This is an optimization exercise on Yosys and OpenROAD, whose aim is small area and a short achievable clock period, not a production implementation.
RTL that was checked went through simulation tests only; none was proved equivalent to the original.
The clock port is modelled as an ideal driver, which makes a skipped or thinned clock tree look cheaper than it is; a real chip needs a root buffer or a tree.
Power figures rest on the tool's default switching activity, not on a simulated workload.

Setup of red:
==> flow/design.v <==
module gpio_read_mux (
    input         en,
    input  [9:0]  sel,
    input  [31:0] d0, d1, d2, d3, d4, d5, d7, d8, d9,
    input  [1:0]  d6,
    output [31:0] rd
);
    wire off = !en;
    genvar i;
    generate
        for (i = 0; i < 32; i = i + 1) begin : bit_
            wire x1, x2, x3;
            gpio_aoi222 g1 (.a1(sel[0]), .a2(d0[i]), .b1(sel[1]), .b2(d1[i]),
                            .c1(sel[2]), .c2(d2[i]), .y(x1));
            gpio_aoi222 g2 (.a1(sel[3]), .a2(d3[i]), .b1(sel[4]), .b2(d4[i]),
                            .c1(sel[5]), .c2(d5[i]), .y(x2));
            if (i < 2) begin : ctrl_
                wire x4;
                gpio_aoi222 g3 (.a1(sel[7]), .a2(d7[i]), .b1(sel[8]), .b2(d8[i]),
                                .c1(sel[9]), .c2(d9[i]), .y(x3));
                gpio_nand2 g4 (.a(sel[6]), .b(d6[i]), .y(x4));
                gpio_aoi41 g5 (.a1(x1), .a2(x2), .a3(x3), .a4(x4), .b(off), .y(rd[i]));
            end else begin : data_
                gpio_aoi222 g3 (.a1(sel[7]), .a2(d7[i]), .b1(sel[8]), .b2(d8[i]),
                                .c1(sel[9]), .c2(d9[i]), .y(x3));
                gpio_aoi31 g5 (.a1(x1), .a2(x2), .a3(x3), .b(off), .y(rd[i]));
            end
        end
    endgenerate
endmodule
module gpio_aoi222 (input a1, a2, b1, b2, c1, c2, output y);
    assign y = !((a1 && a2) || (b1 && b2) || (c1 && c2));
endmodule
module gpio_aoi31 (input a1, a2, a3, b, output y);
    assign y = !((a1 && a2 && a3) || b);
endmodule
module gpio_aoi41 (input a1, a2, a3, a4, b, output y);
    assign y = !((a1 && a2 && a3 && a4) || b);
endmodule
module gpio_nand2 (input a, b, output y);
    assign y = !(a && b);
endmodule
module top_module (
    input         pclk,
    input         presetn,
    input         psel,
    input         penable,
    input         pwrite,
    input  [31:0] paddr,
    input  [31:0] pwdata,
    output [31:0] prdata,
    output        pready,
    output        irq,
    input  [31:0] aux_in,
    input  [31:0] pad_in,
    output [31:0] pad_out,
    output [31:0] pad_oe
);
    reg  [31:0] r_in, r_out, r_oe, r_inte, r_ptrig, r_aux, r_eclk, r_nec;
    reg  [1:0]  r_ctrl;
    reg         r_irq;
    reg  [31:0] r_pad_out;
    reg  [31:0] r_prdata;
    wire        aligned = (paddr[31:6] == 26'd0) && (paddr[1:0] == 2'd0);
    wire [3:0]  a = paddr[5:2];
    wire        wsetup = psel && !penable && pwrite && aligned;
    wire        pick_out   = wsetup && (a == 4'd1);
    wire        pick_oe    = wsetup && (a == 4'd2);
    wire        pick_inte  = wsetup && (a == 4'd3);
    wire        pick_ptrig = wsetup && (a == 4'd4);
    wire        pick_aux   = wsetup && (a == 4'd5);
    wire        pick_ctrl  = wsetup && (a == 4'd6);
    wire        pick_eclk  = wsetup && (a == 4'd8);
    wire        pick_nec   = wsetup && (a == 4'd9);
    reg we_out, we_oe, we_inte, we_ptrig, we_aux, we_ctrl, we_eclk, we_nec;
    reg hold_out, hold_oe, hold_inte, hold_ptrig, hold_aux, hold_eclk, hold_nec;
    always @(posedge pclk or negedge presetn) begin
        if (!presetn) begin
            {we_out, we_oe, we_inte, we_ptrig, we_aux, we_ctrl, we_eclk, we_nec} <= 8'd0;
            {hold_out, hold_oe, hold_inte, hold_ptrig, hold_aux, hold_eclk, hold_nec} <= 7'd0;
        end else begin
            we_out     <= pick_out;
            we_oe      <= pick_oe;
            we_inte    <= pick_inte;
            we_ptrig   <= pick_ptrig;
            we_aux     <= pick_aux;
            we_ctrl    <= pick_ctrl;
            we_eclk    <= pick_eclk;
            we_nec     <= pick_nec;
            hold_out   <= !pick_out   && (hold_out   || we_out);
            hold_oe    <= !pick_oe;
            hold_inte  <= !pick_inte  && (hold_inte  || we_inte);
            hold_ptrig <= !pick_ptrig && (hold_ptrig || we_ptrig);
            hold_aux   <= !pick_aux   && (hold_aux   || we_aux);
            hold_eclk  <= !pick_eclk  && (hold_eclk  || we_eclk);
            hold_nec   <= !pick_nec   && (hold_nec   || we_nec);
        end
    end
    wire [31:0] out_nx   = ({32{we_out}}   & pwdata) | ({32{hold_out}}   & r_out);
    wire [31:0] oe_nx    = ({32{we_oe}}    & pwdata) | ({32{hold_oe}}    & r_oe);
    wire [31:0] inte_nx  = ({32{we_inte}}  & pwdata) | ({32{hold_inte}}  & r_inte);
    wire [31:0] ptrig_nx = ({32{we_ptrig}} & pwdata) | ({32{hold_ptrig}} & r_ptrig);
    wire [31:0] aux_nx   = ({32{we_aux}}   & pwdata) | ({32{hold_aux}}   & r_aux);
    wire [31:0] eclk_nx  = ({32{we_eclk}}  & pwdata) | ({32{hold_eclk}}  & r_eclk);
    wire [31:0] nec_nx   = ({32{we_nec}}   & pwdata) | ({32{hold_nec}}   & r_nec);
    wire [31:0] pad_nx  = (aux_nx & aux_in) | (~aux_nx & out_nx);
    wire [31:0] pad_val = (r_oe & r_pad_out) | (~r_oe & pad_in);
    wire        inte_valid = hold_inte || we_inte;
    wire [31:0] ints_raw = r_inte & (r_in ^ r_ptrig);
    wire [1:0]  ctrl_nx = we_ctrl ? pwdata[1:0]
                                  : {r_ctrl[1] | (r_ctrl[0] & r_irq), r_ctrl[0]};
    wire [9:0]  rsel;
    assign rsel[0] = (a == 4'd0);
    assign rsel[1] = (a == 4'd1) && hold_out;
    assign rsel[2] = (a == 4'd2);
    assign rsel[3] = (a == 4'd3) && hold_inte;
    assign rsel[4] = (a == 4'd4) && hold_ptrig;
    assign rsel[5] = (a == 4'd5) && hold_aux;
    assign rsel[6] = (a == 4'd6);
    assign rsel[7] = (a == 4'd7) && hold_inte;
    assign rsel[8] = (a == 4'd8) && hold_eclk;
    assign rsel[9] = (a == 4'd9) && hold_nec;
    wire [31:0] rd_nx;
    gpio_read_mux u_rd (
        .en   (aligned && presetn),
        .sel  (rsel),
        .d0   (pad_val),
        .d1   (r_out),
        .d2   (r_oe),
        .d3   (r_inte),
        .d4   (r_ptrig),
        .d5   (r_aux),
        .d6   (ctrl_nx),
        .d7   (ints_raw),
        .d8   (r_eclk),
        .d9   (r_nec),
        .rd   (rd_nx)
    );
    always @(posedge pclk or negedge presetn) begin
        if (!presetn) begin
            r_oe      <= 32'd0;
            r_ctrl    <= 2'd0;
            r_irq     <= 1'b0;
            r_pad_out <= 32'd0;
        end else begin
            r_oe      <= oe_nx;
            r_ctrl    <= ctrl_nx;
            r_irq     <= inte_valid && (|ints_raw);
            r_pad_out <= pad_nx;
        end
    end
    always @(posedge pclk) begin
        r_in    <= pad_val;
        r_out   <= out_nx;
        r_inte  <= inte_nx;
        r_ptrig <= ptrig_nx;
        r_aux   <= aux_nx;
        r_eclk  <= eclk_nx;
        r_nec   <= nec_nx;
        r_prdata <= rd_nx;
    end
    assign prdata  = r_prdata;
    assign pready  = 1'b1;
    assign irq     = r_irq;
    assign pad_out = r_pad_out;
    assign pad_oe  = r_oe;
endmodule
==> flow/config.mk <==
export PLATFORM = sky130hd
export DESIGN_NAME = top_module
export DESIGN_NICKNAME = top_module
export VERILOG_FILES = /design/flow/design.v
export SDC_FILE = /design/flow/constraint.sdc
export NUM_CORES = 4
export LEC_CHECK = 0
export CAP_MARGIN = 20
export CORE_MARGIN = 2
export CORE_UTILIZATION = 40
export SETUP_SLACK_MARGIN = 2.5
export SLEW_MARGIN = 20
export SYNTH_HIERARCHICAL = 1
==> flow/constraint.sdc <==
create_clock -name core_clock -period 4.5 [get_ports {pclk}]
set_input_delay 0.9000 -clock core_clock [delete_from_list [all_inputs] [get_ports {pclk}]]
set_output_delay 0.9000 -clock core_clock [all_outputs]
set_load 0.01 [all_outputs]
standard.sh (not shown) runs the stock make flow with config.mk's settings and CLKGATE_MAP_FILE= SYNTH_SCRIPT=/design/flow/synth_recipe.tcl, a recipe that flattens the netlist after the stock synthesis.
==> flow/flow/run.sh <==
#!/bin/bash
# Standard layout with two changes: the port buffers are buf_1 cells instead
# of the resizer's default choice, and the clock tree is the two-level tree
# that clock_tree.tcl builds (run by the CTS step in place of
# clock_tree_synthesis). Each tool's output is in the ORFS logs under orfs/,
# and make's own output in standard.log.
set -euo pipefail
export BUFFER_PORTS_ARGS="-buffer_cell sky130_fd_sc_hd__buf_1"
export PRE_CTS_TCL="$PWD/flow/clock_tree.tcl"
export CLOCK_TREE_PORT=pclk
export CLOCK_TREE_TOP_COLS=2 CLOCK_TREE_TOP_ROWS=2
export CLOCK_TREE_LEAF_COLS=2 CLOCK_TREE_LEAF_ROWS=2
export CLOCK_TREE_TOP_CELL=sky130_fd_sc_hd__clkbuf_16 CLOCK_TREE_LEAF_CELL=sky130_fd_sc_hd__clkbuf_16
bash standard.sh > standard.log 2>&1
Other scripts of this flow, unchanged in this note and not shown: flow/flow/clock_tree.tcl
red finished every stage and its layout cleared the timing, DRC and antenna checks.
[inputs] blue vs red
diff --git a/flow/design.v b/flow/design.v
--- a/flow/design.v
+++ b/flow/design.v
@@ -38,8 +38,11 @@
     assign y = !((a1 && a2 && a3 && a4) || b);
 endmodule
 module gpio_nand2 (input a, b, output y);
     assign y = !(a && b);
+endmodule
+module gpio_and2 (input a, b, output y);
+    assign y = a && b;
 endmodule
 module top_module (
     input         pclk,
     input         presetn,
@@ -108,19 +111,27 @@
     wire        inte_valid = hold_inte || we_inte;
     wire [31:0] ints_raw = r_inte & (r_in ^ r_ptrig);
     wire [1:0]  ctrl_nx = we_ctrl ? pwdata[1:0]
                                   : {r_ctrl[1] | (r_ctrl[0] & r_irq), r_ctrl[0]};
+    reg         up;
+    always @(posedge pclk or negedge presetn) begin
+        if (!presetn) up <= 1'b0;
+        else          up <= 1'b1;
+    end
+    wire [3:0]  lo = {a[1:0] == 2'd3 && up, a[1:0] == 2'd2 && up,
+                      a[1:0] == 2'd1 && up, a[1:0] == 2'd0};
+    wire [2:0]  hi = {a[3:2] == 2'd2 && up, a[3:2] == 2'd1 && up, a[3:2] == 2'd0};
     wire [9:0]  rsel;
-    assign rsel[0] = (a == 4'd0);
-    assign rsel[1] = (a == 4'd1) && hold_out;
-    assign rsel[2] = (a == 4'd2);
-    assign rsel[3] = (a == 4'd3) && hold_inte;
-    assign rsel[4] = (a == 4'd4) && hold_ptrig;
-    assign rsel[5] = (a == 4'd5) && hold_aux;
-    assign rsel[6] = (a == 4'd6);
-    assign rsel[7] = (a == 4'd7) && hold_inte;
-    assign rsel[8] = (a == 4'd8) && hold_eclk;
-    assign rsel[9] = (a == 4'd9) && hold_nec;
+    gpio_and2 s0 (.a(hi[0]), .b(lo[0]), .y(rsel[0]));
+    gpio_and2 s1 (.a(hi[0]), .b(lo[1]), .y(rsel[1]));
+    gpio_and2 s2 (.a(hi[0]), .b(lo[2]), .y(rsel[2]));
+    gpio_and2 s3 (.a(hi[0]), .b(lo[3]), .y(rsel[3]));
+    gpio_and2 s4 (.a(hi[1]), .b(lo[0]), .y(rsel[4]));
+    gpio_and2 s5 (.a(hi[1]), .b(lo[1]), .y(rsel[5]));
+    gpio_and2 s6 (.a(hi[1]), .b(lo[2]), .y(rsel[6]));
+    gpio_and2 s7 (.a(hi[1]), .b(lo[3]), .y(rsel[7]));
+    gpio_and2 s8 (.a(hi[2]), .b(lo[0]), .y(rsel[8]));
+    gpio_and2 s9 (.a(hi[2]), .b(lo[1]), .y(rsel[9]));
     wire [31:0] rd_nx;
     gpio_read_mux u_rd (
         .en   (aligned && presetn),
         .sel  (rsel),
--- outcome ---
blue ran to completion and came out clean on the timing, DRC and antenna checks. The clock power of red and that of blue are within noise of each other. Summary of blue over red: sequential cell count roughly the same, via count saw an increase, synthesized cell count shows an increase of about 0.4%, register share of the cell area decreased by 0.22 points relative to the old numbers, area of the multi-input gates higher. Between blue and red, the die area is higher for blue. From red to blue the numbers moved as follows: final cell area excluding filler cells increased 0.81%, final routed wirelength across all metal layers picked up an extra 3.0 mm, maximum number of pins on one net before global-route repair up about 10%. Comparing red with blue, the reported sequential group power came out essentially unchanged.
Function not checked in blue: the RTL went through the layout flow alone. In every run of this note, the design's own scripts or RTL, not TritonCTS, make the clock network.

## re-timing with driven ports
In the flow no input, the clock included, has a driving cell. The finished layouts below were timed again as built, in two steps.
Step 1 assumes that a clkbuf_16 drives the clock port and a buf_2 every other input.
Step 2 moves the port delays by t, midway between the first and last clock arrival at a register: inputs arrive t later, outputs are due t later. That takes back most of the time a late clock gives input paths.
a / b / c = no drivers / after step 1 / after step 2; a / b = the first two.
run | t, ns | setup slack, ns | pins driven straight from the clock port
red | 0.417 | 2.549 / 2.493 / 2.183 | 4
blue | 0.421 | 2.431 / 2.490 / 2.069 | 4
After both steps every run listed still meets setup and hold. For red, which loses most, drivers alone change the setup slack by -0.056 ns; drivers and shift together by -0.366 ns.
